This design comes from an exercise in tuning for small area and a short achievable clock period on the open sky130 flow, not from production work.
No functional check of the RTL was part of any run shown here.
Power and IR drop assume default switching activity.

**design/flow/run.sh**
```bash
#!/bin/bash
# synth_recipe.tcl (not shown) runs the flow's synth.tcl, then flattens the netlist and writes it again
# the make line also repeats each setting of config.mk as NAME=value (left out here)
make -C /OpenROAD-flow-scripts/flow DESIGN_CONFIG=/design/flow/config.mk WORK_HOME=/design/flow/orfs CLKGATE_MAP_FILE= SYNTH_SCRIPT=/design/flow/synth_recipe.tcl finish
```
**design/flow/constraint.sdc**
```tcl
create_clock -name core_clock -period 2.7 [get_ports {PCLK}]
set_input_delay 0.5400 -clock core_clock [delete_from_list [all_inputs] [get_ports {PCLK}]]
set_output_delay 0.5400 -clock core_clock [all_outputs]
set_load 0.01 [all_outputs]
```
**design/flow/design.v**
```verilog
module APB_MASTER(
    input            PCLK, PRESETn,
    input            ST, WEN,
    input      [8:0] APB_WADRS, APB_RADRS,
    input      [7:0] APB_WDATA,
    input      [7:0] PRDATA,
    output           WE,
    output reg [7:0] HI, LO,
    output reg [7:0] PWDATA,
    output reg       PSLVERR,
    output reg [7:0] APB_RDATA_OUT
);
reg setup, access;    
reg pwrite;           
reg aerr;             
wire       take = PRESETn & ST & ~setup;
wire [8:0] adr  = WEN ? APB_WADRS : APB_RADRS;
always @(posedge PCLK)
begin
    setup  <= take;
    access <= PRESETn & setup;
end
always @(posedge PCLK)
begin
    if (!setup)
    begin
        pwrite <= WEN;
        aerr   <= |adr[8:6];
        PWDATA <= APB_WDATA;
        LO     <= 8'd1 << adr[2:0];
        HI     <= (adr[7:6] == 2'b00) ? (8'd1 << adr[5:3]) : 8'd0;
    end
end
assign WE = PRESETn & access & pwrite;
always @(posedge PCLK)
begin
    if (!PRESETn)
        APB_RDATA_OUT <= 8'd0;
    else if (access & ~pwrite)
        APB_RDATA_OUT <= PRDATA;
end
always @(posedge PCLK)
    PSLVERR <= PRESETn & (setup | access) & aerr;
endmodule
module APB_SLAVE(
    input            PCLK,
    input            WE,
    input      [7:0] HI, LO,
    input      [7:0] PWDATA,
    output reg [7:0] PRDATA
);
reg [7:0] mem [0:63];
integer g, j;
always @(posedge PCLK)
begin
    for (g = 0; g < 8; g = g + 1)
        for (j = 0; j < 8; j = j + 1)
            if (WE & HI[g] & LO[j])
                mem[8*g+j] <= PWDATA;
end
always @(*)
begin
    PRDATA = 8'd0;
    for (g = 0; g < 8; g = g + 1)
        for (j = 0; j < 8; j = j + 1)
            PRDATA = PRDATA | ({8{HI[g] & LO[j]}} & mem[8*g+j]);
end
endmodule
module APB_TOP(
    input PCLK, PRESETn,
    input ST, WEN,
    input [8:0] APB_WADRS, APB_RADRS,
    input [7:0] APB_WDATA,
    output [7:0] APB_RDATA_OUT,
    output PSLVERR
);
    wire       WE;       
    wire [7:0] HI, LO;   
    wire [7:0] PWDATA, PRDATA;
    APB_MASTER MASTER_INST (
        .PCLK(PCLK),
        .PRESETn(PRESETn),
        .ST(ST),
        .WEN(WEN),
        .APB_WADRS(APB_WADRS),
        .APB_RADRS(APB_RADRS),
        .APB_WDATA(APB_WDATA),
        .PRDATA(PRDATA),
        .WE(WE),
        .HI(HI),
        .LO(LO),
        .PWDATA(PWDATA),
        .PSLVERR(PSLVERR),
        .APB_RDATA_OUT(APB_RDATA_OUT)
    );
    APB_SLAVE SLAVE_INST (
        .PCLK(PCLK),
        .WE(WE),
        .HI(HI),
        .LO(LO),
        .PWDATA(PWDATA),
        .PRDATA(PRDATA)
    );
endmodule
```
**design/flow/config.mk**
```make
export PLATFORM = sky130hd
export DESIGN_NAME = APB_TOP
export DESIGN_NICKNAME = APB_TOP
export VERILOG_FILES = /design/flow/design.v
export SDC_FILE = /design/flow/constraint.sdc
export NUM_CORES = 4
export LEC_CHECK = 0
export CAP_MARGIN = 20
export CORE_MARGIN = 2
export CORE_UTILIZATION = 40
export SETUP_SLACK_MARGIN = 1.0
export SLEW_MARGIN = 20
```
==> impl_metrics.yaml, run 1 <==
timing:
  setup_viol: 0
  period_needed_ns: 2.42
  fin_crit_sh: 0.897
  fin_ws_ns: 0.277
  fin_skew_ns: 0.0152
  worstMarginPinSlew_ns: 0.947
  drv_slew: 0
  holdWs_ns: 0.487
  setup_tns_ns: 0
  grt_setup_unrepaired: "yes"
  slew_headroom: 0.368
  final_hold_viol_count: 0
  fmax_mhz: 413
critical_path:
  r2r-end: "MASTER_INST.APB_RDATA_OUT[1]"
  start_kind: "register"
  path_max_fanout: 10
  required_ns: 3.20
  arrival_ns: 2.92
  crit_slowest_cell: "a222oi_1"
  worst-r2r-setup-slack_ns: 0.28
  worst_setup_path_end_kind: "register"
  worstReg2RegStart: "MASTER_INST.HI[6]"
  critical_path_class: "reg -> reg"
  slowest_delay_ns: 0.68
  path_cells: "buf_6, buf_4, a22o_1, a222oi_1, o2111ai_2, a21oi_2, a31oi_1"
  cp.buffers_inverters: 2
  crit_family: "compound AO/OA/AOI/OAI gates"
  r2r_cells: 7
worst_hold_path:
  min_from: "APB_WDATA[6]"
  worstHoldEndpoint: "MASTER_INST.PWDATA[6]"
  holdPathStages: 1
  min_path_type: "in -> reg"
die:
  ioPinCount: 39
  initial_core_util: 0.404
  core_mm2: 0.0512
  rows: 83
  dieArea_mm2: 0.0535
  die_h_um: 231
  die_w_um: 231
pwr:
  pwr-share-clk: 0.398
  power.density_mw_per_mm2: 733
  seq_power_share: 0.510
  vdd_ir_drop_max_mv: 0.528
  total_power_uw: 18600
  internal_power_uw: 14200
  p_leak_uw: 0.00832
  p_switching_uw: 4380
  power_frac_comb: 0.092
  swShare: 0.236
detailed_routing:
  drc: 0
  routed-via-count: 13869
  drt_pre_antenna_iters: 7
  avgViaCountPerCell: 6.54
  finalWirelength_um: 73600
  drtAntennaViolNets: 0
  post_drt_wl_per_cell_um: 34.7
  drt-initial-drc-count: 2373
cts:
  ctsLongestPathBuffers: 3
  path_clk_slew_ns: 0.06
  cts.sinks: 549
  cts_tree: "done"
  cts.htree.levels: 2
  root_buffer: "clkbuf_16"
  clock_latency_ns: 0.62
  hold_buffers: 0
  cts_buffers: 54
placed_design:
  dp_hpwl_um: 43800
  routabilityCongestion: 0.953
  place_ws_ns: -0.122
  portBuffers: 38
synth:
  ys_warn_count: 3
  synthCells: 1239
  ys_async_sr_fraction: 0
  ys_ff_latch: 549
  synthMostInstantiatedCell: "edfxtp_1"
  synth_area_mm2: 0.0207
  ys_types: 49
  ys_seq_area_frac: 0.793
  synth_common_cells: "538 x edfxtp_1, 126 x a22oi_1, 74 x and3_1, 70 x nand3_1, 67 x clkbuf_1"
  syn_nets: 1269
  synth-edff-count: 538
  avgSynthCellArea_um2: 16.7
  netlist_top_cells_area: "edfxtp_1 78%, a22oi_1 4.6%, and3_1 2.2%, nand3_1 1.7%, a222oi_1 1.6%"
  synth_top_area_share: 0.782
  synth_top_cell_by_area: "edfxtp_1"
  synthFlopType: "edfxtp_1"
cells_and_area:
  num-nets-final: 1426
  drive_gt1_frac: 0.257
  fin_util: 0.495
  area_delta_synth_final_pct: 22.5
global_route:
  grt_pass1_wl_um: 103000
  grt_antenna_before_repair: 2
  first_global_vias: 13135
  grt_usage: 0.274
  grt_max_degree: 65
  grt.overflow.total: 0
run_status:
  status: "complete, no violations"
flow_run:
  max-cap-violations: 0
==> area by class of cell <==
class                   instances  area [um2]
diodes                          1        2.50
clock buffers                  83        1560
clock inverters                18         136
fillers                      4227       25900
inverters                      15        60.1
multi-input cells             579        4270
flip-flops and latches        549       16400
well taps                     680         851
repair buffers                197        2040
==> flip-flops by register name (all words and copies together), names as in the netlist <==
| name | flops |
|---|---|
| MASTER_INST.HI | 8 |
| MASTER_INST.setup | 1 |
| MASTER_INST.PSLVERR | 1 |
| MASTER_INST.access | 1 |
| MASTER_INST.APB_RDATA_OUT | 8 |
| MASTER_INST.PWDATA | 8 |
| MASTER_INST.LO | 8 |
| SLAVE_INST.mem | 512 |
| MASTER_INST.pwrite | 1 |
| MASTER_INST.aerr | 1 |
==> routing by layer <==
layer  up-vias  track usage  wire length, um
met5         -            0               11
met4         2        0.152             5090
met3       284       0.0762            10100
met2      1239        0.409            32100
met1      6897        0.364            26200
li1       5447            -                -
==> layout by cell type, fill, tap and decap left out, types with 19 or more instances in the layout <==
master | synthesis | layout
edfxtp_1 | 538 | 538
a22oi_1 | 126 | 115
buf_4 | 0 | 109
nand3_1 | 70 | 70
clkbuf_16 | 0 | 58
and3_2 | 0 | 49
a22o_1 | 35 | 34
a222oi_1 | 32 | 32
nor2_1 | 32 | 31
a21oi_1 | 33 | 29
clkdlybuf4s50_1 | 0 | 28
nand2_1 | 23 | 23
clkbuf_1 | 67 | 22
buf_12 | 0 | 21
buf_6 | 2 | 20
a31oi_1 | 20 | 19
==> cell families (layout without fill, tap and decap cells) <==
group                  count (synthesis)  in the layout  synth area share
other                                  0              1                 0
muxes                                  8              8           0.00412
buffers and inverters                111            313            0.0219
and+or+nand+nor                      252            252            0.0655
AOI/OAI and AO/OA                    319            319             0.116
DFF                                  549            549             0.793
==> repair_timing <==
item	in CTS	in global routing
gates cloned	7	1
gates resized for setup	110	53
pin swaps	32	28
setup endpoints to repair	358	133
setup buffers	49	13
==> power groups by stage <==
| stage | Combinational (uW) | Clock, uW | Sequential, uW |
|---|---|---|---|
| 2_1_floorplan | 547 | 0 | 9720 |
| 3_3_place_gp | 1310 | 0 | 9700 |
| 3_5_place_dp | 1320 | 0 | 9700 |
| 4_1_cts | 1570 | 7380 | 9470 |
| 5_1_grt | 1730 | 7700 | 9470 |
| 6_report | 1710 | 7390 | 9470 |
==> per-stage QoR <==
| stage | area (um2) | instances |
|---|---|---|
| 2_1_floorplan | 20700 | 1239 |
| 3_5_place_dp | 22400 | 1950 |
| 4_1_cts | 25000 | 2107 |
| 5_1_grt | 25300 | 2121 |
| 3_3_place_gp | 22400 | 1950 |
| 6_report | 25300 | 2122 |
==> worst max-delay path by stage <==
stage	from	endpoint	slack, ns	cells after the start
after CTS	MASTER_INST.HI[0]	MASTER_INST.APB_RDATA_OUT[1]	0.42	6
after global routing	MASTER_INST.HI[6]	MASTER_INST.APB_RDATA_OUT[1]	0.30	7
final	MASTER_INST.HI[6]	MASTER_INST.APB_RDATA_OUT[1]	0.28	7
after global placement	MASTER_INST.HI[6]	MASTER_INST.APB_RDATA_OUT[0]	-0.22	6
after floorplan	MASTER_INST.LO[3]	MASTER_INST.APB_RDATA_OUT[3]	0.92	5
after detailed placement	MASTER_INST.HI[6]	MASTER_INST.APB_RDATA_OUT[0]	-0.12	6
==> inputs of run 2 (changes only) <==
--- a/design/flow/design.v
+++ b/design/flow/design.v
@@ -59,11 +59,20 @@
                 mem[8*g+j] <= PWDATA;
 end
+reg [7:0] grp [0:7];
+reg [7:0] rd;
 always @(*)
 begin
-    PRDATA = 8'd0;
     for (g = 0; g < 8; g = g + 1)
+    begin
+        grp[g] = 8'd0;
         for (j = 0; j < 8; j = j + 1)
-            PRDATA = PRDATA | ({8{HI[g] & LO[j]}} & mem[8*g+j]);
+            grp[g] = grp[g] | ({8{LO[j]}} & mem[8*g+j]);
+    end
+    rd = 8'd0;
+    for (g = 0; g < 8; g = g + 1)
+        rd = rd | ({8{HI[g]}} & grp[g]);
 end
+always @(posedge PCLK)
+    PRDATA <= rd;
 endmodule
 module APB_TOP(
==> run 2 against run 1 <==
Against the previous run: area after synthesis shrank 0.97%; register-to-register slack gained 0.52 ns; maximum frequency grew 28%; wire length shrank 32%; non-clock buffer count shrank 127; highest routed layer unchanged; cell count shrank 11%; power shrank 3.2%; critical path type unchanged.
==> impl_metrics.yaml, run 2 <==
run_status:
  status: "complete, no violations"
cells_and_area:
  multi_input_area_mm2: 0.00391
  diodes: 0
  largest_register: "SLAVE_INST.mem"
  ff_latch_area_mm2: 0.0165
  num-nets-final: 1208
  fillerInstances: 4147
  drive_gt1_frac: 0.213
  area_delta_synth_final_pct: 15.8
  largest_reg_flops: 512
  final_cell_mix: "538 x edfxtp_1, 212 x a22oi_1, 77 x a22oi_2"
  layout_commonest_cell: "edfxtp_1"
cts:
  cts.htree.levels: 2
  ctsLongestPathBuffers: 3
  hold_buffers: 0
  cts_tree: "done"
  cts_buffers: 54
  path_clk_slew_ns: 0.06
  clock_latency_ns: 0.60
  cts.sinks: 557
  root_buffer: "clkbuf_16"
detailed_routing:
  drc: 0
  post_drt_wl_per_cell_um: 26.4
  drt-initial-drc-count: 1382
  avgViaCountPerCell: 5.88
  finalWirelength_um: 49900
  routed-via-count: 11116
  drt_pre_antenna_iters: 5
  drtAntennaViolNets: 0
pwr:
  p_leak_uw: 0.00740
  power.density_mw_per_mm2: 759
  vdd_ir_drop_max_mv: 0.438
  total_power_uw: 18000
synth:
  syn_nets: 1165
  ys_ff_latch: 557
  ys_seq_area_frac: 0.808
  synthCells: 1135
  netlist_top_cells_area: "edfxtp_1 79%, a22oi_1 11%, nand4_1 2.2%, and3_1 2.0%, dfxtp_1 1.9%"
  ys_async_sr_fraction: 0
  synthFlopType: "edfxtp_1"
  synth_top_area_share: 0.790
  avgSynthCellArea_um2: 18.0
  synth-edff-count: 538
  ys_warn_count: 4
  synth_top_cell_by_area: "edfxtp_1"
  synth_area_mm2: 0.0205
  ys_types: 26
  synth_common_cells: "538 x edfxtp_1, 289 x a22oi_1, 72 x nand4_1, 66 x and3_1, 40 x buf_2"
  synthMostInstantiatedCell: "edfxtp_1"
critical_path:
  path_max_fanout: 72
  path_cells: "buf_12, a22oi_1, nand4_1, a22oi_1, nand4_1"
  start_kind: "register"
  critical_path_class: "reg -> reg"
  crit_slowest_cell: "edfxtp_1"
  slowest_delay_ns: 0.42
  worst-r2r-setup-slack_ns: 0.80
  required_ns: 3.12
  arrival_ns: 2.32
  worst_setup_path_end_kind: "register"
  r2r_cells: 5
die:
  dieArea_mm2: 0.0530
  ioPinCount: 39
  initial_core_util: 0.406
  die_w_um: 230
  die_h_um: 230
  rows: 82
  core_mm2: 0.0504
timing:
  grt_setup_unrepaired: "yes"
  setup_tns_ns: 0
  fin_crit_sh: 0.704
  final_hold_viol_count: 0
  fin_skew_ns: 0.0337
  worstMarginPinSlew_ns: 0.950
  drv_slew: 0
  slew_headroom: 0.366
  holdWs_ns: 0.491
  period_needed_ns: 1.90
  fmax_mhz: 526
  setup_viol: 0
  fin_ws_ns: 0.800
placed_design:
  routabilityCongestion: 0.819
  place_ws_ns: 0.325
  dp_hpwl_um: 26800
  portBuffers: 38
global_route:
  grt.overflow.total: 0
  grt_max_degree: 73
  first_global_vias: 10964
  grt_antenna_before_repair: 2
  grt_pass1_wl_um: 72600
  grt_usage: 0.185
worst_hold_path:
  min_path_type: "reg -> reg"
  holdPathStages: 1
flow_run:
  max-cap-violations: 0
-- run 2: cell types whose count changed after synthesis, sizes merged, moves of 15 or more --
cell    before  now
nand3       70    0
a22oi      126  289
a222oi      32    0
nand4       18   72
a31oi       20    2
a22o        35    0
clkbuf      67   25
o21ai       15    0
nand2       23    6
buf         29   58
o22ai       22    0
a21oi       33    2
-- run 2: where the power goes --
group          total [uW]  switching, uW  internal [uW]
sequential           9650           65.9           9590
combinational        1280            886            392
clock                7040           3050           4000
total               18000           4000          14000
-- run 2: metrics by stage --
stage / instances / cell area [um2] / util
2_1_floorplan: 1135 / 20500 / -
5_1_grt: 1890 / 23700 / 0.470
6_report: 1890 / 23700 / 0.470
3_5_place_dp: 1785 / 21500 / 0.427
3_3_place_gp: 1785 / 21500 / 0.427
4_1_cts: 1885 / 23400 / 0.465
-- run 2: what timing repair did --
action,in CTS,in global routing
setup endpoints to repair,344,226
hold endpoints to repair,0,0
pin swaps,13,23
resized for setup,122,61
cloned,0,1
setup buffers,4,4
-- run 2: path summary, 6_finish.rpt --
path | from | endpoint
worst max-delay path | MASTER_INST.LO[7] | SLAVE_INST.PRDATA[1]
worst max register to register | MASTER_INST.LO[7] | SLAVE_INST.PRDATA[1]
worst min-delay path | MASTER_INST.aerr | MASTER_INST.PSLVERR
worst min register to register | MASTER_INST.aerr | MASTER_INST.PSLVERR
-- run 2: layer usage --
layer	global-route usage	part of all wire
met3	0.0466	0.085
met4	0.0512	0.022
met5	0	0.00056
met1	0.262	0.43
met2	0.283	0.47
-- run 2: worst max-delay path, delay by kind of cell, from the launching register on --
family | cells | cell delay [ns]
buffers and inverters | 1 | 0.21
AO/OA/AOI/OAI | 2 | 0.54
AND/OR/NAND/NOR | 2 | 0.45
flip-flops | 1 | 0.42
-- run 2: kinds of logic after synthesis --
| logic type | after synthesis | share of synthesized area |
|---|---|---|
| muxes | 11 | 0.00550 |
| AOI/OAI and AO/OA | 299 | 0.110 |
| buffers and inverters | 88 | 0.0239 |
| and+or+nand+nor | 180 | 0.0523 |
| DFF | 557 | 0.808 |
-- run 2: area by class of cell --
class | count | share of cell area
Clock buffer | 69 | 0.0603
Multi-Input combinational cell | 490 | 0.165
Tap cell | 672 | 0.0355
Inverter | 5 | 0.000792
Clock inverter | 27 | 0.00834
Timing Repair Buffer | 70 | 0.0319
Sequential cell | 557 | 0.698
==> inputs of run 3 (changes only) <==
--- a/design/flow/config.mk
+++ b/design/flow/config.mk
@@ -9,4 +9,4 @@
 export CORE_MARGIN = 2
 export CORE_UTILIZATION = 40
-export SETUP_SLACK_MARGIN = 1.0
+export SETUP_SLACK_MARGIN = 1.3
 export SLEW_MARGIN = 20
==> run 3 against run 2 <==
Against the previous run: still clean; power increased by 6.3%; largest power group unchanged; highest routed layer is now met4; count of clock-buffer cells in the layout is 4 higher; critical path depth rose by 2; sequential power hardly changed.
==> impl_metrics.yaml, run 3 <==
critical_path:
  cp.buffers_inverters: 3
  required_ns: 3.17
  slowest_delay_ns: 0.38
  worst_setup_path_end_kind: "register"
  crit_top_cell: "nand4_1"
  path_cells: "buf_6, buf_12, clkbuf_16, a22oi_1, nand4_1, a22oi_2, nand4_1"
  crit_family: "buffers and inverters"
  crit_slowest_cell: "edfxtp_1"
  critical_path_class: "reg -> reg"
  start_kind: "register"
  path_max_fanout: 18
  arrival_ns: 2.28
synth:
  synthCells: 1135
  muxShareOfSynthArea: 0.00550
  syn_nets: 1165
  ys_types: 26
  synthMostInstantiatedCell: "edfxtp_1"
  synth-edff-count: 538
  ys_async_sr_fraction: 0
  synth-simple-area-share: 0.0523
  synth_area_mm2: 0.0205
  avgSynthCellArea_um2: 18.0
  synth_fa_ha_area_frac: 0
  synth_compound_area_frac: 0.110
  synth_common_cells: "538 x edfxtp_1, 289 x a22oi_1, 72 x nand4_1, 66 x and3_1, 40 x buf_2"
  synth_top_area_share: 0.790
  synth_top_cell_by_area: "edfxtp_1"
  netlist_top_cells_area: "edfxtp_1 79%, a22oi_1 11%, nand4_1 2.2%, and3_1 2.0%, dfxtp_1 1.9%"
  ys_seq_area_frac: 0.808
  synthFlopType: "edfxtp_1"
  synthXorXnorAreaFrac: 0
  ys_ff_latch: 557
  synth_top_family_by_area: "compound AO/OA/AOI/OAI gates"
  ys_warn_count: 4
cts:
  ctsLongestPathBuffers: 3
  root_buffer: "clkbuf_16"
  cts.sinks: 557
  path_clk_slew_ns: 0.06
  cts.htree.levels: 2
  clock_latency_ns: 0.60
  hold_buffers: 0
  cts_tree: "done"
  cts_buffers: 55
detailed_routing:
  drc: 0
  finalWirelength_um: 53400
  avgViaCountPerCell: 5.90
  drtAntennaViolNets: 0
  drt-initial-drc-count: 1478
  drt_pre_antenna_iters: 5
  routed-via-count: 11473
  post_drt_wl_per_cell_um: 27.5
cells_and_area:
  fillerInstances: 4037
  area_delta_synth_final_pct: 22.3
  final_cell_mix: "538 x edfxtp_1, 218 x a22oi_1, 72 x nand4_1"
  layout_commonest_cell: "edfxtp_1"
  fin_util: 0.497
  num-nets-final: 1259
  drive_gt1_frac: 0.252
  final_cells: 1944
  diodes: 0
  largest_register: "SLAVE_INST.mem"
  multi_input_area_mm2: 0.00412
  ff_latch_area_mm2: 0.0166
  design_area_mm2: 0.0250
  largest_reg_flops: 512
pwr:
  power.density_mw_per_mm2: 763
  p_leak_uw: 0.00785
  seq_power_share: 0.504
  power_frac_comb: 0.076
  internal_power_uw: 14900
  p_switching_uw: 4160
  swShare: 0.218
  pwr-share-clk: 0.420
  vdd_ir_drop_max_mv: 0.541
global_route:
  first_global_vias: 11420
  grt_max_degree: 73
  grt_usage: 0.200
  grt.overflow.total: 0
  grt_antenna_before_repair: 0
  grt_pass1_wl_um: 77200
run_status:
  status: "complete, no violations"
placed_design:
  dp.cells: 1788
  routabilityCongestion: 0.825
  dp_hpwl_um: 28200
  placed_cell_area_mm2: 0.0219
  portBuffers: 38
die:
  die_h_um: 230
  dieArea_mm2: 0.0530
  die_w_um: 230
  core_mm2: 0.0504
  rows: 82
  initial_core_util: 0.406
  ioPinCount: 39
timing:
  period_needed_ns: 1.81
  fmax_mhz: 551
  slew_headroom: 0.552
  final_hold_viol_count: 0
  fin_skew_ns: 0.0181
  fin_crit_sh: 0.672
  setup_viol: 0
  worstMarginPinSlew_ns: 0.673
  grt_setup_unrepaired: "yes"
  setup_tns_ns: 0
  drv_slew: 0
worst_hold_path:
  min_path_type: "reg -> reg"
flow_run:
  max-cap-violations: 0
==> run 3: cell types whose count changed in the layout (fill, tap and decap cells not counted), sizes merged, moves of 2 or more <==
cell           before  now
buf                38   87
bufinv              3    9
clkbuf             71   76
clkdlybuf4s50      29   27
clkinv             23   17
dlygate4sd2         0    2
==> run 3: cell families (layout without fill, tap and decap cells) <==
logic type	Yosys count	count (layout)
flip-flops	557	557
AO/OA/AOI/OAI	299	299
AND/OR/NAND/NOR	180	180
buffers and inverters	88	225
multiplexers	11	11
==> run 3: routing by layer <==
layer / vias to the layer above / track usage / part of all wire
li1: 4958 / - / -
met1: 5876 / 0.292 / 0.43
met2: 550 / 0.307 / 0.46
met3: 89 / 0.0352 / 0.076
met4: 0 / 0.0558 / 0.025
met5: - / 0 / 0
==> run 3: area by class of cell <==
cell class,instances,share of cell area
flip-flops and latches,557,0.661
multi-input cells,490,0.165
repair buffers,120,0.0639
clock buffers,73,0.0618
well taps,672,0.0336
clock inverters,27,0.0141
inverters,5,0.000750
==> run 3: repair_timing <==
action,4_1_cts,5_1_grt
pin swaps,51,23
setup buffers,41,4
cloned,8,3
hold endpoints to repair,0,0
endpoints found under the setup margin,541,591
resized for setup,137,22
==> run 3: final timing paths <==
kind                                        start  slack [ns]  depth (start not counted)              endpoint
worst max-delay path            MASTER_INST.LO[1]        0.89                          7  SLAVE_INST.PRDATA[7]
worst min-delay path            MASTER_INST.setup        0.49                          1    MASTER_INST.access
worst max register to register  MASTER_INST.LO[1]        0.89                          7  SLAVE_INST.PRDATA[7]
worst min register to register  MASTER_INST.setup        0.49                          1    MASTER_INST.access
==> run 3: power by group through the flow <==
stage / combinational, uW / clock [uW] / sequential, uW
2_1_floorplan: 610 / 0 / 9880
3_3_place_gp: 1140 / 0 / 9890
3_5_place_dp: 1150 / 0 / 9890
4_1_cts: 1390 / 8120 / 9630
5_1_grt: 1540 / 8470 / 9630
6_report: 1460 / 8020 / 9630
==> run 3: worst register-to-register path, stage by stage, from the launching register on <==
cell and delay (ns):
edfxtp_1 0.38, buf_6 0.17, buf_12 0.14, clkbuf_16 0.18
a22oi_1 0.23, nand4_1 0.21, a22oi_2 0.25, nand4_1 0.14
==> run 3: metrics by stage <==
step / hold slack [ns] / total power, uW / setup WS (ns)
floorplan: 0.455 / 10500 / 1.21
global placement: 0.471 / 11000 / 0.420
detailed placement: 0.480 / 11000 / 0.421
finish: 0.489 / 19100 / 0.885
CTS: 0.475 / 19100 / 0.963
global route: 0.482 / 19600 / 0.870
==> inputs of run 4 (changes only) <==
--- a/design/flow/config.mk
+++ b/design/flow/config.mk
@@ -9,4 +9,5 @@
 export CORE_MARGIN = 2
 export CORE_UTILIZATION = 40
-export SETUP_SLACK_MARGIN = 1.3
+export CTS_BUF_LIST = sky130_fd_sc_hd__clkbuf_4 sky130_fd_sc_hd__clkbuf_8
+export SETUP_SLACK_MARGIN = 1.0
 export SLEW_MARGIN = 20
==> run 4 against run 3 <==
Against the previous run: still clean; worst setup slack lost 0.068 ns; combinational power grew 6%; maximum frequency shrank 3.6%; wire length increased by 3.6%; area after synthesis unchanged; register-to-register slack worse by 0.07 ns; power is 5.9% lower; core utilization decreased by 1.3 points; critical path depth down 2; highest routed layer is now met5.
==> impl_metrics.yaml, run 4 <==
timing:
  slew_headroom: 0.388
  period_needed_ns: 1.88
  setup_viol: 0
  worstMarginPinSlew_ns: 0.919
  fmax_mhz: 531
  drv_slew: 0
  fin_crit_sh: 0.697
  final_hold_viol_count: 0
  setup_tns_ns: 0
  fin_skew_ns: 0.0229
  grt_setup_unrepaired: "yes"
synth:
  synthCells: 1135
  ys_warn_count: 4
  synthMostInstantiatedCell: "edfxtp_1"
  synth_top_cell_by_area: "edfxtp_1"
  synthFlopType: "edfxtp_1"
  ys_ff_latch: 557
  ys_seq_area_frac: 0.808
  synth_common_cells: "538 x edfxtp_1, 289 x a22oi_1, 72 x nand4_1, 66 x and3_1, 40 x buf_2"
  synth_area_mm2: 0.0205
  synth_top_area_share: 0.790
  avgSynthCellArea_um2: 18.0
  syn_nets: 1165
  ys_types: 26
  ys_async_sr_fraction: 0
  synth-edff-count: 538
  netlist_top_cells_area: "edfxtp_1 79%, a22oi_1 11%, nand4_1 2.2%, and3_1 2.0%, dfxtp_1 1.9%"
placed_design:
  dp.cells: 1785
  routabilityCongestion: 0.819
  dp_hpwl_um: 26800
  portBuffers: 38
critical_path:
  cp.buffers_inverters: 1
  start_kind: "register"
  worstReg2RegStart: "MASTER_INST.LO[7]"
  worst_setup_path_end_kind: "register"
  arrival_ns: 2.36
  required_ns: 3.17
  r2r-end: "SLAVE_INST.PRDATA[3]"
  crit_slowest_cell: "edfxtp_1"
  r2r_cells: 5
  crit_family: "compound AO/OA/AOI/OAI gates"
  worst-r2r-setup-slack_ns: 0.82
  path_cells: "clkbuf_16, a22oi_2, nand4_1, a22oi_2, nand4_1"
  critical_path_class: "reg -> reg"
  path_max_fanout: 36
  slowest_delay_ns: 0.43
cts:
  cts.htree.levels: 3
  path_clk_slew_ns: 0.06
  cts_tree: "done"
  hold_buffers: 0
  cts.sinks: 557
  clock_latency_ns: 0.64
  ctsLongestPathBuffers: 3
  cts_buffers: 88
  root_buffer: "clkbuf_8"
pwr:
  pwr-share-clk: 0.378
  seq_power_share: 0.536
  swShare: 0.236
  vdd_ir_drop_max_mv: 0.306
  p_switching_uw: 4250
  power.density_mw_per_mm2: 738
  internal_power_uw: 13700
  power_frac_comb: 0.086
  p_leak_uw: 0.00774
die:
  initial_core_util: 0.406
  rows: 82
  die_w_um: 230
  ioPinCount: 39
  core_mm2: 0.0504
  dieArea_mm2: 0.0530
  die_h_um: 230
detailed_routing:
  avgViaCountPerCell: 5.98
  routed-via-count: 11827
  wl_met2_um: 25200
  finalWirelength_um: 55400
  post_drt_wl_per_cell_um: 28.0
  drtAntennaViolNets: 0
  met3WireLength_um: 5880
  wl_met1_um: 22500
  drt_pre_antenna_iters: 5
  top_layer: "met5"
  drt-initial-drc-count: 1385
  drc: 0
global_route:
  grt_pass1_wl_um: 76500
  grt.overflow.total: 0
  grt_antenna_before_repair: 2
  first_global_vias: 11441
  grt_max_degree: 73
  grt_usage: 0.198
run_status:
  status: "complete, no violations"
cells_and_area:
  final_cell_mix: "538 x edfxtp_1, 187 x a22oi_1, 102 x a22oi_2"
  diodes: 0
  final_cells: 1979
  largest_reg_flops: 512
  drive_gt1_frac: 0.293
  largest_register: "SLAVE_INST.mem"
  fin_util: 0.484
  area_delta_synth_final_pct: 19.1
  fillerInstances: 4114
  layout_commonest_cell: "edfxtp_1"
  num-nets-final: 1268
flow_run:
  max-cap-violations: 0
worst_hold_path:
  min_from: "APB_WDATA[5]"
  worstHoldEndpoint: "MASTER_INST.PWDATA[5]"
  holdPathStages: 1
  min_path_type: "in -> reg"
## run 4: cell type report
cell class,count,area [um2],share of cell area
Inverter,5,18.8,0.000770
Clock inverter,39,204,0.00837
Sequential cell,557,16500,0.679
Clock buffer,120,1480,0.0606
Timing Repair Buffer,96,1240,0.0509
Multi-Input combinational cell,490,4040,0.166
Tap cell,672,841,0.0345
## run 4: cells by family (layout without fill, tap and decap cells)
group / count (synthesis) / in the layout / synth area share
and+or+nand+nor: 180 / 180 / 0.0523
muxes: 11 / 11 / 0.00550
buffers and inverters: 88 / 260 / 0.0239
AOI/OAI and AO/OA: 299 / 299 / 0.110
DFF: 557 / 557 / 0.808
## run 4: worst max-delay path by stage
stage | slack [ns] | cells past startpoint | startpoint | to
finish | 0.82 | 5 | MASTER_INST.LO[7] | SLAVE_INST.PRDATA[3]
global route | 0.79 | 5 | MASTER_INST.LO[5] | SLAVE_INST.PRDATA[6]
CTS | 0.89 | 6 | MASTER_INST.LO[5] | SLAVE_INST.PRDATA[3]
detailed placement | 0.33 | 4 | PRESETn | SLAVE_INST.mem[56][7]
global placement | 0.34 | 4 | PRESETn | SLAVE_INST.mem[7][2]
floorplan | 1.02 | 4 | PRESETn | SLAVE_INST.mem[0][0]
## run 4: layer usage
metal / vias up / global-route usage
met5: - / 0
met4: 4 / 0.0750
met3: 114 / 0.0582
met2: 685 / 0.299
met1: 6034 / 0.270
li1: 4990 / -
## run 4: power by group through the flow
stage                     clock network (uW)  logic (uW)  registers, uW
after floorplan                            0         591           9880
after global placement                     0        1140           9840
after detailed placement                   0        1150           9840
after CTS                               6890        1390           9650
after global routing                    7260        1610           9640
final                                   6800        1550           9640
## run 4: what timing repair did
item	in CTS	in global routing
endpoints found under the setup margin	35	484
gates cloned	7	6
gates resized for setup	136	100
pin swaps	51	25
setup buffers	12	10
## run 4: metrics by stage
step	area (um2)	hold WS [ns]	total power (uW)	worst slack, ns
2_1_floorplan	20500	0.455	10500	1.02
3_3_place_gp	21500	0.467	11000	0.337
3_5_place_dp	21500	0.474	11000	0.325
4_1_cts	23900	0.427	17900	0.889
5_1_grt	24400	0.436	18500	0.791
6_report	24400	0.466	18000	0.818
==> inputs of run 5 (changes only) <==
--- a/design/flow/design.v
+++ b/design/flow/design.v
@@ -12,4 +12,5 @@
 );
 reg setup, access;    
+reg free;             
 reg pwrite;           
 reg aerr;             
@@ -19,16 +20,16 @@
 begin
     setup  <= take;
+    free   <= ~take;
     access <= PRESETn & setup;
 end
+wire [7:0] lo_n = 8'd1 << adr[2:0];
+wire [7:0] hi_n = (adr[7:6] == 2'b00) ? (8'd1 << adr[5:3]) : 8'd0;
 always @(posedge PCLK)
 begin
-    if (!setup)
-    begin
-        pwrite <= WEN;
-        aerr   <= |adr[8:6];
-        PWDATA <= APB_WDATA;
-        LO     <= 8'd1 << adr[2:0];
-        HI     <= (adr[7:6] == 2'b00) ? (8'd1 << adr[5:3]) : 8'd0;
-    end
+    pwrite <= (pwrite & setup) | (WEN & free);
+    aerr   <= (aerr & setup) | ((|adr[8:6]) & free);
+    PWDATA <= (PWDATA & {8{setup}}) | (APB_WDATA & {8{free}});
+    LO     <= (LO & {8{setup}}) | (lo_n & {8{free}});
+    HI     <= (HI & {8{setup}}) | (hi_n & {8{free}});
 end
 assign WE = PRESETn & access & pwrite;
--- a/design/flow/config.mk
+++ b/design/flow/config.mk
@@ -9,5 +9,4 @@
 export CORE_MARGIN = 2
 export CORE_UTILIZATION = 40
-export CTS_BUF_LIST = sky130_fd_sc_hd__clkbuf_4 sky130_fd_sc_hd__clkbuf_8
 export SETUP_SLACK_MARGIN = 1.0
 export SLEW_MARGIN = 20
==> run 5 against run 4 <==
Against the previous run: maximum frequency grew 7.1%; count of clock-buffer cells in the layout decreased by 57; clock skew is 0.0063 ns lower; flip-flop and latch count rose by 1; sequential power increased by 0.5%; register-to-register slack improved by 0.13 ns; global-route usage down 0.89 points; via count decreased by 2.8%; largest cell class unchanged.
==> impl_metrics.yaml, run 5 <==
global_route:
  grt_max_degree: 66
  grt.overflow.total: 0
  grt_pass1_wl_um: 74200
  first_global_vias: 11123
  grt_antenna_before_repair: 0
  grt_usage: 0.189
placed_design:
  portBuffers: 38
  routabilityCongestion: 0.837
  dp_hpwl_um: 29600
critical_path:
  crit_family: "compound AO/OA/AOI/OAI gates"
  worst-r2r-setup-slack_ns: 0.94
  required_ns: 3.11
  start_kind: "register"
  path_cells: "buf_4, a22oi_1, nand4_1, a22oi_2, nand4_1"
  crit_path_end: "SLAVE_INST.PRDATA[6]"
  slowest_delay_ns: 0.39
  crit_start: "MASTER_INST.LO[5]"
  worst_setup_path_end_kind: "register"
  crit_slowest_cell: "dfxtp_4"
  r2r_cells: 5
  worstReg2RegStart: "MASTER_INST.LO[5]"
  r2r-end: "SLAVE_INST.PRDATA[6]"
  crit_top_cell: "nand4_1"
  critical_path_class: "reg -> reg"
  cp.buffers_inverters: 1
  path_max_fanout: 6
  cp.depth: 5
  arrival_ns: 2.17
synth:
  ys_ff_latch: 558
  netlist_top_cells_area: "edfxtp_1 75%, a22oi_1 10%, dfxtp_1 4.5%, nand4_1 2.2%, and3_1 2.0%"
  syn_nets: 1208
  synth_top_area_share: 0.748
  ys_async_sr_fraction: 0
  synth_compound_area_frac: 0.118
  synth_area_mm2: 0.0205
  synth-edff-count: 512
  synthCells: 1178
  synth-simple-area-share: 0.0530
  avgSynthCellArea_um2: 17.4
  synth_top_cell_by_area: "edfxtp_1"
  ys_types: 31
  synth_top_family_by_area: "compound AO/OA/AOI/OAI gates"
  synth_common_cells: "512 x edfxtp_1, 287 x a22oi_1, 72 x nand4_1, 65 x and3_1, 46 x dfxtp_1"
  synthFlopType: "edfxtp_1"
  synthXorXnorAreaFrac: 0
  ys_seq_area_frac: 0.793
  muxShareOfSynthArea: 0.00487
  ys_warn_count: 4
  synthMostInstantiatedCell: "edfxtp_1"
  synth_fa_ha_area_frac: 0
timing:
  period_needed_ns: 1.76
  fin_skew_ns: 0.0166
  slew_headroom: 0.393
  worstMarginPinSlew_ns: 0.909
  setup_tns_ns: 0
  fmax_mhz: 569
  final_hold_viol_count: 0
  setup_viol: 0
  drv_slew: 0
  grt_setup_unrepaired: "yes"
  holdWs_ns: 0.496
  fin_crit_sh: 0.651
cells_and_area:
  ff_latch_area_mm2: 0.0163
  multi_input_area_mm2: 0.00404
  diodes: 0
  area_delta_synth_final_pct: 17.0
  fillerInstances: 4206
  layout_commonest_cell: "edfxtp_1"
  num-nets-final: 1258
  drive_gt1_frac: 0.219
  final_cell_mix: "512 x edfxtp_1, 240 x a22oi_1, 72 x nand4_1"
  largest_reg_flops: 512
  largest_register: "SLAVE_INST.mem"
detailed_routing:
  post_drt_wl_per_cell_um: 27.0
  drt_pre_antenna_iters: 5
  drt-initial-drc-count: 1364
  routed-via-count: 11490
  avgViaCountPerCell: 5.90
  finalWirelength_um: 52500
  drtAntennaViolNets: 0
  drc: 0
cts:
  cts_tree: "done"
  clock_latency_ns: 0.58
  ctsLongestPathBuffers: 3
  cts.sinks: 558
  root_buffer: "clkbuf_16"
  cts.htree.levels: 2
  cts_buffers: 53
  path_clk_slew_ns: 0.06
worst_hold_path:
  min_path_type: "reg -> reg"
  min_from: "SLAVE_INST.PRDATA[0]"
pwr:
  internal_power_uw: 14400
  power.density_mw_per_mm2: 764
  vdd_ir_drop_max_mv: 0.437
  seq_power_share: 0.528
  pwr-share-clk: 0.412
  swShare: 0.216
  power_frac_comb: 0.061
  p_leak_uw: 0.00747
  p_switching_uw: 3970
die:
  ioPinCount: 39
  dieArea_mm2: 0.0532
  die_h_um: 231
  core_mm2: 0.0510
  rows: 83
  die_w_um: 231
  initial_core_util: 0.403
run_status:
  status: "complete, no violations"
flow_run:
  max-cap-violations: 0
[run 5: tightest hold or removal path, cell delays in order, from the launching register on]
cell and delay, ns:
dfxtp_1 0.31, mux2i_1 0.06, nor2b_1 0.09
[run 5: layout make-up]
type / instances / share of cell area
Inverter: 5 / 0.000781
Multi-Input combinational cell: 520 / 0.168
Timing Repair Buffer: 90 / 0.0418
Clock buffer: 63 / 0.0585
Tap cell: 680 / 0.0354
Clock inverter: 32 / 0.0154
Sequential cell: 558 / 0.680
[run 5: how the worst min path moves through the flow]
stage | endpoint | slack [ns] | cells after the start
after floorplan | MASTER_INST.PSLVERR | 0.45 | 1
after global placement | MASTER_INST.APB_RDATA_OUT[1] | 0.47 | 2
after detailed placement | MASTER_INST.APB_RDATA_OUT[1] | 0.48 | 2
after CTS | MASTER_INST.APB_RDATA_OUT[1] | 0.49 | 2
after global routing | MASTER_INST.PSLVERR | 0.52 | 1
final | MASTER_INST.APB_RDATA_OUT[0] | 0.50 | 2
[run 5: cells by family (layout without fill, tap and decap cells)]
kind of cell	after synthesis	in the layout
AO/OA/AOI/OAI	325	325
buffers and inverters	100	190
flip-flops	558	558
multiplexers	10	10
AND/OR/NAND/NOR	185	185
[run 5: power groups by stage]
| stage | clock network, uW | registers (uW) | logic (uW) |
|---|---|---|---|
| 2_1_floorplan | 0 | 9860 | 519 |
| 6_report | 7560 | 9690 | 1120 |
| 4_1_cts | 7650 | 9700 | 1030 |
| 3_5_place_dp | 0 | 9910 | 945 |
| 5_1_grt | 7970 | 9690 | 1170 |
| 3_3_place_gp | 0 | 9910 | 941 |
[run 5: repair_timing]
action | 4_1_cts | 5_1_grt
gates resized for setup | 134 | 62
buffers inserted | 8 | 9
gates cloned | 0 | 3
setup endpoints to repair | 521 | 301
hold buffers | 0 | 0
pin swaps | 15 | 27
[run 5: stage by stage]
stage / cells / instance area, um2 / worst slack [ns] / total power (uW) / utilization
after floorplan: 1178 / 20500 / 1.02 / 10400 / -
after global routing: 1948 / 24000 / 0.928 / 18800 / 0.471
final: 1948 / 24000 / 0.943 / 18400 / 0.471
after detailed placement: 1833 / 21600 / 0.331 / 10900 / 0.423
after CTS: 1936 / 23700 / 0.944 / 18400 / 0.464
after global placement: 1833 / 21600 / 0.328 / 10900 / 0.423
[run 5: layer usage]
layer,global-route usage,share of wire
met5,0,0
met4,0.0579,0.027
met3,0.0258,0.077
met2,0.303,0.47
met1,0.269,0.42
==> inputs of run 6 (changes only) <==
--- a/design/flow/config.mk
+++ b/design/flow/config.mk
@@ -9,4 +9,6 @@
 export CORE_MARGIN = 2
 export CORE_UTILIZATION = 40
+export CTS_CLUSTER_DIAMETER = 80
+export CTS_CLUSTER_SIZE = 25
 export SETUP_SLACK_MARGIN = 1.0
 export SLEW_MARGIN = 20
==> run 6 against run 5 <==
Against the previous run: combinational power about the same; critical path depth unchanged; flip-flop and latch count did not move; via count decreased by 3.2%; design area fell by 4.8%; clock skew rose by 0.0020 ns; die area is the same; wire length fell by 2.9%; cell count decreased by 2.5%; sequential power barely moved; count of clock-buffer cells in the layout fell by 17; clock power down about 40%.
==> impl_metrics.yaml, run 6 <==
critical_path:
  crit_family: "compound AO/OA/AOI/OAI gates"
  critical_path_class: "reg -> reg"
  path_cells: "buf_4, a22oi_1, nand4_1, a22oi_2, nand4_1"
  path_max_fanout: 6
  crit_slowest_cell: "dfxtp_4"
  arrival_ns: 2.15
  slowest_delay_ns: 0.40
  cp.buffers_inverters: 1
  required_ns: 3.13
  crit_top_cell: "nand4_1"
  start_kind: "register"
  worst_setup_path_end_kind: "register"
cts:
  clock_latency_ns: 0.58
  path_clk_slew_ns: 0.10
  cts_tree: "done"
  cts.htree.levels: 1
  ctsLongestPathBuffers: 3
  hold_buffers: 0
  root_buffer: "clkbuf_16"
  cts.sinks: 558
  cts_buffers: 26
synth:
  ys_async_sr_fraction: 0
  avgSynthCellArea_um2: 17.4
  syn_nets: 1208
  ys_types: 31
  ys_ff_latch: 558
  synth_common_cells: "512 x edfxtp_1, 287 x a22oi_1, 72 x nand4_1, 65 x and3_1, 46 x dfxtp_1"
  netlist_top_cells_area: "edfxtp_1 75%, a22oi_1 10%, dfxtp_1 4.5%, nand4_1 2.2%, and3_1 2.0%"
  ys_seq_area_frac: 0.793
  synthMostInstantiatedCell: "edfxtp_1"
  synth_top_cell_by_area: "edfxtp_1"
  synthFlopType: "edfxtp_1"
  synthCells: 1178
  synth_top_area_share: 0.748
  synth_area_mm2: 0.0205
  ys_warn_count: 4
  synth-edff-count: 512
detailed_routing:
  routed-via-count: 11128
  drt-initial-drc-count: 1271
  avgViaCountPerCell: 5.86
  drc: 0
  drt_pre_antenna_iters: 8
  finalWirelength_um: 51000
  post_drt_wl_per_cell_um: 26.8
  drtAntennaViolNets: 0
timing:
  grt_setup_unrepaired: "yes"
  worstMarginPinSlew_ns: 0.883
  setup_tns_ns: 0
  fin_skew_ns: 0.0186
  fin_crit_sh: 0.638
  drv_slew: 0
  period_needed_ns: 1.72
  fmax_mhz: 580
  setup_viol: 0
  final_hold_viol_count: 0
  slew_headroom: 0.412
placed_design:
  portBuffers: 38
  dp_hpwl_um: 29600
  routabilityCongestion: 0.837
cells_and_area:
  fin_util: 0.449
  num-nets-final: 1230
  largest_reg_flops: 512
  area_delta_synth_final_pct: 11.4
  layout_commonest_cell: "edfxtp_1"
  diodes: 0
  largest_register: "SLAVE_INST.mem"
  final_cell_mix: "512 x edfxtp_1, 245 x a22oi_1, 72 x nand4_1"
  drive_gt1_frac: 0.186
global_route:
  grt.overflow.total: 0
  use_met2: 0.302
  grt_pass1_wl_um: 73000
  first_global_vias: 10778
  grtUsageMet3: 0.0188
  top_usage_layer: "met2"
  grt_antenna_before_repair: 0
  grt_usage: 0.185
  grt_max_degree: 66
  met1_usage: 0.269
die:
  dieArea_mm2: 0.0532
  ioPinCount: 39
  core_mm2: 0.0510
  die_h_um: 231
  initial_core_util: 0.403
  rows: 83
  die_w_um: 231
pwr:
  vdd_ir_drop_max_mv: 0.402
  power.density_mw_per_mm2: 668
  p_leak_uw: 0.00704
  total_power_uw: 15300
worst_hold_path:
  min_path_type: "reg -> reg"
flow_run:
  max-cap-violations: 0
run_status:
  status: "complete, no violations"
-- run 6: changes by cell type in the layout (fill, tap and decap cells not counted), sizes merged --
cell,delta
clkbuf,-19
clkinv,-17
bufinv,-8
clkinvlp,-5
buf,+4
clkdlybuf4s15,-3
-- run 6: cell type report --
| type | count | area [um2] |
|---|---|---|
| well taps | 680 | 851 |
| multi-input cells | 520 | 3890 |
| inverters | 5 | 18.8 |
| clock inverters | 2 | 13.8 |
| fillers | 4332 | 28100 |
| flip-flops and latches | 558 | 16400 |
| clock buffers | 46 | 777 |
| repair buffers | 89 | 988 |
-- run 6: path summary, 6_finish.rpt --
path                            slack (ns)                 start  depth (start not counted)                           end
worst max register to register        0.98     MASTER_INST.LO[5]                          5          SLAVE_INST.PRDATA[6]
worst max-delay path                  0.98     MASTER_INST.LO[5]                          5          SLAVE_INST.PRDATA[6]
worst min register to register        0.50  SLAVE_INST.PRDATA[1]                          2  MASTER_INST.APB_RDATA_OUT[1]
worst min-delay path                  0.50  SLAVE_INST.PRDATA[1]                          2  MASTER_INST.APB_RDATA_OUT[1]
-- run 6: cells by family after synthesis --
group | count (synthesis) | share of synthesized area
AO/OA/AOI/OAI | 325 | 0.118
buffers and inverters | 100 | 0.0313
flip-flops | 558 | 0.793
multiplexers | 10 | 0.00487
AND/OR/NAND/NOR | 185 | 0.0530
-- run 6: through the flow --
step	hold WS [ns]	worst slack [ns]	instances	instance area (um2)
finish	0.498	0.977	1900	22900
global route	0.527	0.986	1900	22900
CTS	0.503	0.920	1891	22600
detailed placement	0.479	0.331	1833	21600
global placement	0.471	0.328	1833	21600
floorplan	0.445	1.02	1178	20500
-- run 6: tightest hold or removal path, cell delays in order (launching register included) --
cell and delay, ns:
dfxtp_1 0.32, mux2i_1 0.06, nor2b_1 0.09
-- run 6: layer usage --
| metal | routed length (um) | part of all wire | vias up |
|---|---|---|---|
| met2 | 24000 | 0.47 | 497 |
| met5 | 0 | 0 | - |
| li1 | - | - | 4900 |
| met4 | 1230 | 0.024 | 0 |
| met3 | 3570 | 0.070 | 74 |
| met1 | 22100 | 0.43 | 5657 |
-- run 6: power by group --
group | internal (uW) | switching [uW]
Clock | 1980 | 2530
Sequential | 9540 | 131
Combinational | 370 | 734
-- run 6: repair_timing --
| item | in CTS | in global routing |
|---|---|---|
| gates cloned | 0 | 1 |
| endpoints found under the setup margin | 528 | 239 |
| resized for setup | 112 | 54 |
| pin swaps | 14 | 19 |
| buffers inserted | 10 | 8 |
| hold endpoints to repair | 0 | 0 |
==> inputs of run 7 (changes only) <==
==> design/flow/flow/run.sh (new file) <==
#!/bin/bash
set -euo pipefail
sed "s|CLKGATE_MAP_FILE= |CLKGATE_MAP_FILE= MATCH_CELL_FOOTPRINT=0 'BUFFER_PORTS_ARGS=-buffer_cell sky130_fd_sc_hd__buf_2' |" standard.sh > own_standard.sh
grep -q MATCH_CELL_FOOTPRINT=0 own_standard.sh
bash own_standard.sh > own_flow.log 2>&1
==> design/flow/standard.sh (new file) <==
#!/bin/bash
# synth_recipe.tcl (not shown) runs the flow's synth.tcl, then flattens the netlist and writes it again
# the make line also repeats each setting of config.mk as NAME=value (left out here)
make -C /OpenROAD-flow-scripts/flow DESIGN_CONFIG=/design/flow/config.mk WORK_HOME=/design/flow/orfs CLKGATE_MAP_FILE= SYNTH_SCRIPT=/design/flow/synth_recipe.tcl "${@:-finish}"
--- a/design/flow/config.mk
+++ b/design/flow/config.mk
@@ -9,6 +9,4 @@
 export CORE_MARGIN = 2
 export CORE_UTILIZATION = 40
-export CTS_CLUSTER_DIAMETER = 80
-export CTS_CLUSTER_SIZE = 25
 export SETUP_SLACK_MARGIN = 1.0
 export SLEW_MARGIN = 20
removed: design/flow/run.sh
==> run 7 against run 6 <==
Against the previous run: still clean on timing, DRC and antenna; maximum frequency increased by 0.12%; global-route usage increased by 1.3 points; register-to-register slack about the same; clock power increased by 59%; clock skew increased by 0.011 ns; sequential power about the same; critical path depth unchanged; worst setup slack improved by 0.0021 ns; design area increased by 2.8%; sequential share of layout area decreased by 2.0 points; first-iteration DRC count increased by 24%.
==> impl_metrics.yaml, run 7 <==
detailed_routing:
  routed-via-count: 11641
  wl_met1_um: 22200
  drt_pre_antenna_iters: 7
  top_layer: "met4"
  avgViaCountPerCell: 6.00
  wl_met2_um: 25200
  met3WireLength_um: 4030
  drc: 0
  drt-initial-drc-count: 1576
  drtAntennaViolNets: 0
  post_drt_wl_per_cell_um: 27.5
  finalWirelength_um: 53200
timing:
  slew_headroom: 0.400
  setup_viol: 0
  worstMarginPinSlew_ns: 0.899
  setup_tns_ns: 0
  drv_slew: 0
  fin_crit_sh: 0.637
  period_needed_ns: 1.72
  fmax_mhz: 581
  fin_skew_ns: 0.0292
  final_hold_viol_count: 0
  grt_setup_unrepaired: "yes"
die:
  initial_core_util: 0.403
  die_h_um: 231
  ioPinCount: 39
  die_w_um: 231
  rows: 83
  core_mm2: 0.0510
  dieArea_mm2: 0.0532
synth:
  synth_top_area_share: 0.748
  synth_top_cell_by_area: "edfxtp_1"
  synth_area_mm2: 0.0205
  ys_warn_count: 4
  netlist_top_cells_area: "edfxtp_1 75%, a22oi_1 10%, dfxtp_1 4.5%, nand4_1 2.2%, and3_1 2.0%"
  synthFlopType: "edfxtp_1"
  ys_types: 31
  ys_ff_latch: 558
  ys_async_sr_fraction: 0
  synthMostInstantiatedCell: "edfxtp_1"
  syn_nets: 1208
  avgSynthCellArea_um2: 17.4
  ys_seq_area_frac: 0.793
  synth-edff-count: 512
  synthCells: 1178
  synth_common_cells: "512 x edfxtp_1, 287 x a22oi_1, 72 x nand4_1, 65 x and3_1, 46 x dfxtp_1"
cells_and_area:
  area_delta_synth_final_pct: 14.6
  layout_commonest_cell: "edfxtp_1"
  largest_reg_flops: 512
  final_cell_mix: "512 x edfxtp_1, 255 x a22oi_1, 72 x nand4_1"
  diodes: 0
  num-nets-final: 1247
  largest_register: "SLAVE_INST.mem"
  drive_gt1_frac: 0.214
cts:
  cts.htree.levels: 2
  path_clk_slew_ns: 0.06
  ctsLongestPathBuffers: 3
  root_buffer: "clkbuf_16"
  clock_latency_ns: 0.61
  cts.sinks: 558
  cts_buffers: 52
  cts_tree: "done"
flow_run:
  max-cap-violations: 0
critical_path:
  crit_slowest_cell: "a22oi_1"
  cp.buffers_inverters: 1
  path_cells: "buf_12, a22oi_1, nand4_1, a22oi_1, nand4_1"
  critical_path_class: "reg -> reg"
  path_max_fanout: 73
  worst_setup_path_end_kind: "register"
  arrival_ns: 2.17
  slowest_delay_ns: 0.37
  required_ns: 3.15
  crit_family: "compound AO/OA/AOI/OAI gates"
  start_kind: "register"
global_route:
  grt_usage: 0.198
  grt_max_degree: 74
  grt_antenna_before_repair: 0
  grt.overflow.total: 0
  first_global_vias: 11088
  grt_pass1_wl_um: 77100
pwr:
  power.density_mw_per_mm2: 763
  p_leak_uw: 0.00741
  total_power_uw: 18000
  vdd_ir_drop_max_mv: 0.465
placed_design:
  dp_hpwl_um: 30700
  routabilityCongestion: 0.862
  portBuffers: 38
run_status:
  status: "complete, no violations"
worst_hold_path:
  min_path_type: "in -> reg"
-- run 7: cells by family after synthesis --
group / count (synthesis) / synth area share
simple gates: 185 / 0.0530
buf+inv: 100 / 0.0313
flops: 558 / 0.793
mux: 10 / 0.00487
compound gates: 325 / 0.118
-- run 7: what timing repair did --
| action | CTS | global route |
|---|---|---|
| setup endpoints to repair | 465 | 262 |
| buffers inserted | 13 | 4 |
| hold buffers | 0 | 0 |
| gates resized for setup | 69 | 48 |
| pin swaps | 5 | 9 |
-- run 7: routing by layer --
metal  vias to the layer above  global-route usage
li1                       4964                   -
met1                      5966               0.279
met2                       600               0.317
met3                       111              0.0288
met4                         0              0.0694
met5                         -                   0
-- run 7: metrics by stage --
stage,setup WS [ns],hold slack (ns),std cells,area [um2],utilization
6_report,0.979,0.144,1939,23500,0.462
4_1_cts,0.950,0.118,1935,23400,0.458
2_1_floorplan,1.02,0.445,1178,20500,-
5_1_grt,0.971,0.139,1939,23500,0.462
3_3_place_gp,0.558,0.505,1826,21400,0.419
3_5_place_dp,0.521,0.506,1826,21400,0.419
-- run 7: layout make-up --
class / instances / area (um2)
clock inverter: 31 / 290
tap: 680 / 851
inverter: 5 / 18.8
sequential: 558 / 16300
clock buffer: 65 / 1380
multi-input combinational: 520 / 3890
fill: 4295 / 27500
timing repair buffer: 80 / 763
-- run 7: worst paths after layout --
kind | start | end | slack [ns] | cells past startpoint
hold / removal | APB_WDATA[0] | MASTER_INST.PWDATA[0] | 0.14 | 2
setup / recovery | MASTER_INST.LO[0] | SLAVE_INST.PRDATA[1] | 0.98 | 5
hold reg to reg | MASTER_INST.access | MASTER_INST.PSLVERR | 0.51 | 1
setup reg to reg | MASTER_INST.LO[0] | SLAVE_INST.PRDATA[1] | 0.98 | 5
-- run 7: power breakdown --
group	leakage (uW)	switching, uW	internal [uW]	total (uW)
clock network	0.000817	3080	4100	7180
registers	0.00500	120	9550	9670
logic	0.00159	768	333	1100
total	0.00741	3970	14000	18000
==> inputs of run 8 (changes only) <==
--- a/design/flow/config.mk
+++ b/design/flow/config.mk
@@ -8,5 +8,6 @@
 export CAP_MARGIN = 20
 export CORE_MARGIN = 2
-export CORE_UTILIZATION = 40
-export SETUP_SLACK_MARGIN = 1.0
+export CORE_UTILIZATION = 65
+export PLACE_DENSITY = 0.72
+export SETUP_SLACK_MARGIN = 1.3
 export SLEW_MARGIN = 20
==> run 8 against run 7 <==
Against the previous run: still clean; first-iteration DRC count is 26% higher; clock power up 9.9%; synthesized cell count is the same; core utilization up 32 points; worst setup slack better by 0.091 ns; critical path type unchanged; area after synthesis unchanged; maximum frequency is 5.6% higher; critical path depth did not move; clock skew decreased by 0.010 ns; worst hold slack improved by 0.020 ns.
==> impl_metrics.yaml, run 8 <==
cts:
  hold_buffers: 0
  cts_buffers: 51
  root_buffer: "clkbuf_16"
  cts.htree.levels: 2
  cts.sinks: 558
  clock_latency_ns: 0.58
  cts_tree: "done"
  ctsLongestPathBuffers: 3
  path_clk_slew_ns: 0.07
global_route:
  grt_antenna_before_repair: 0
  first_global_vias: 11435
  grt.overflow.total: 0
  grt_usage: 0.328
  grt_pass1_wl_um: 77200
  grt_max_degree: 66
critical_path:
  worst-r2r-setup-slack_ns: 1.07
  r2r_cells: 5
  path_max_fanout: 28
  required_ns: 3.14
  r2r-end: "SLAVE_INST.PRDATA[6]"
  arrival_ns: 2.07
  start_kind: "register"
  worstReg2RegStart: "MASTER_INST.LO[6]"
  critical_path_class: "reg -> reg"
  worst_setup_path_end_kind: "register"
detailed_routing:
  avgViaCountPerCell: 7.14
  drtAntennaViolNets: 0
  drc: 0
  drt_pre_antenna_iters: 6
  routed-via-count: 12082
  post_drt_wl_per_cell_um: 32.0
  drt-initial-drc-count: 1978
  finalWirelength_um: 54100
timing:
  slew_headroom: 0.570
  period_needed_ns: 1.63
  drv_slew: 0
  final_hold_viol_count: 0
  grt_setup_unrepaired: "yes"
  fin_skew_ns: 0.0187
  holdWs_ns: 0.164
  worstMarginPinSlew_ns: 0.646
  fin_ws_ns: 1.07
  setup_tns_ns: 0
  fmax_mhz: 614
  fin_crit_sh: 0.604
  setup_viol: 0
cells_and_area:
  final_cell_mix: "512 x edfxtp_1, 194 x a22oi_1, 94 x a22oi_2"
  diodes: 0
  num-nets-final: 1278
  area_delta_synth_final_pct: 19.6
  layout_commonest_cell: "edfxtp_1"
  largest_reg_flops: 512
  largest_register: "SLAVE_INST.mem"
  drive_gt1_frac: 0.307
synth:
  netlist_top_cells_area: "edfxtp_1 75%, a22oi_1 10%, dfxtp_1 4.5%, nand4_1 2.2%, and3_1 2.0%"
  syn_nets: 1208
  avgSynthCellArea_um2: 17.4
  synthCells: 1178
  synthFlopType: "edfxtp_1"
  synth_top_cell_by_area: "edfxtp_1"
  synth_area_mm2: 0.0205
  synth_common_cells: "512 x edfxtp_1, 287 x a22oi_1, 72 x nand4_1, 65 x and3_1, 46 x dfxtp_1"
  synthMostInstantiatedCell: "edfxtp_1"
  ys_seq_area_frac: 0.793
  ys_ff_latch: 558
  ys_warn_count: 4
  ys_types: 31
  synth-edff-count: 512
  synth_top_area_share: 0.748
  ys_async_sr_fraction: 0
placed_design:
  dp_hpwl_um: 27900
  routabilityCongestion: 0.879
  portBuffers: 38
  place_ws_ns: 0.607
worst_hold_path:
  worstHoldEndpoint: "MASTER_INST.PWDATA[1]"
  min_path_type: "in -> reg"
  holdPathStages: 2
  min_from: "APB_WDATA[1]"
die:
  die_w_um: 182
  dieArea_mm2: 0.0330
  ioPinCount: 39
  initial_core_util: 0.656
  rows: 65
  die_h_um: 182
  core_mm2: 0.0313
pwr:
  vdd_ir_drop_max_mv: 0.582
  power.density_mw_per_mm2: 765
  total_power_uw: 18800
  p_leak_uw: 0.00773
run_status:
  status: "complete, no violations"
flow_run:
  max-cap-violations: 0
run 8: logic make-up (layout without fill, tap and decap cells):
group | after synthesis | count (layout) | synth area share
muxes | 10 | 10 | 0.00487
DFF | 558 | 558 | 0.793
buffers and inverters | 100 | 212 | 0.0313
AOI/OAI and AO/OA | 325 | 325 | 0.118
and+or+nand+nor | 185 | 185 | 0.0530
run 8: through the flow:
step	utilization	instance area (um2)	std cells
global route	0.784	24600	1692
detailed placement	0.680	21300	1547
global placement	0.680	21300	1547
CTS	0.779	24400	1688
finish	0.784	24600	1692
floorplan	-	20900	1178
run 8: how the worst max path moves through the flow:
stage	start	to	slack [ns]
2_1_floorplan	PRESETn	SLAVE_INST.mem[11][0]	1.23
3_3_place_gp	PRESETn	SLAVE_INST.mem[62][5]	0.66
3_5_place_dp	PRESETn	SLAVE_INST.mem[62][5]	0.61
4_1_cts	MASTER_INST.APB_RDATA_OUT[0]	APB_RDATA_OUT[0]	1.09
5_1_grt	MASTER_INST.LO[4]	SLAVE_INST.PRDATA[6]	1.03
6_report	MASTER_INST.LO[6]	SLAVE_INST.PRDATA[6]	1.07
run 8: power breakdown:
| group | internal, uW | total, uW | switching [uW] |
|---|---|---|---|
| registers | 9550 | 9690 | 146 |
| clock network | 4770 | 7890 | 3120 |
| logic | 427 | 1220 | 791 |
| total | 14700 | 18800 | 4050 |
run 8: worst max-delay path: stages (launching register included):
cell and delay (ns):
dfxtp_4 0.41, buf_12 0.19, a22oi_1 0.26, nand4_1 0.20, a22oi_2 0.30, nand4_1 0.11
run 8: final cells by class:
cell class / instances / area [um2]
multi-input cells: 520 / 4390
flip-flops and latches: 558 / 16400
well taps: 402 / 503
fillers: 1535 / 6750
repair buffers: 112 / 1390
clock inverters: 31 / 433
clock buffers: 64 / 1440
inverters: 5 / 18.8
run 8: layer usage:
metal | global-route usage | share of wire
met1 | 0.480 | 0.38
met2 | 0.501 | 0.46
met3 | 0.0780 | 0.13
met4 | 0.0972 | 0.033
met5 | 0 | 0
run 8: what timing repair did:
| item | 4_1_cts | 5_1_grt |
|---|---|---|
| setup endpoints to repair | 548 | 537 |
| cloned | 11 | 2 |
| buffers inserted | 35 | 2 |
| resized for setup | 141 | 26 |
| pin swaps | 42 | 27 |

==> static timing again, ports no longer ideal <==
The results above use ideal ports. As a check the final layouts listed here were re-extracted and re-timed, cells and wires unchanged. Step 1 sets driving cells, clkbuf_16 on the clock port and buf_2 on the other inputs (assumed; they add their load-dependent delay and slew). Step 2, shift: input delay + t, output delay - t, t = (earliest + latest rising clock arrival at the registers) / 2. This alone moves slack from input paths to output paths. a / b / c = ideal / step 1 / step 2; a / b = the first two.
run	shift t [ns]	setup WS [ns]	worst hold slack (ns)	worst setup path at the end	cell pins on the clock port's net
run 1	0.669	0.277 / 0.277 / 0.277	0.487 / 0.451 / 0.493	register to register	1
run 2	0.637	0.800 / 0.800 / 0.409	0.491 / 0.474 / 0.491	input to register	1
run 3	0.653	0.885 / 0.885 / 0.694	0.489 / 0.469 / 0.489	input to register	1
run 4	0.680	0.818 / 0.818 / 0.374	0.466 / 0.443 / 0.489	input to register	1
run 5	0.629	0.943 / 0.943 / 0.419	0.496 / 0.496 / 0.496	input to register	1
run 6	0.632	0.977 / 0.977 / 0.457	0.498 / 0.498 / 0.498	input to register	1
run 7	0.649	0.979 / 0.979 / 0.739	0.144 / 0.108 / 0.513	input to register	1
run 8	0.621	1.070 / 1.046 / 0.640	0.164 / 0.139 / 0.471	input to register	1
After both steps setup and hold are still met in every run listed. The setup slack of run 5, which loses most, moves by 0.000 ns with the drivers and by -0.524 ns with both steps.
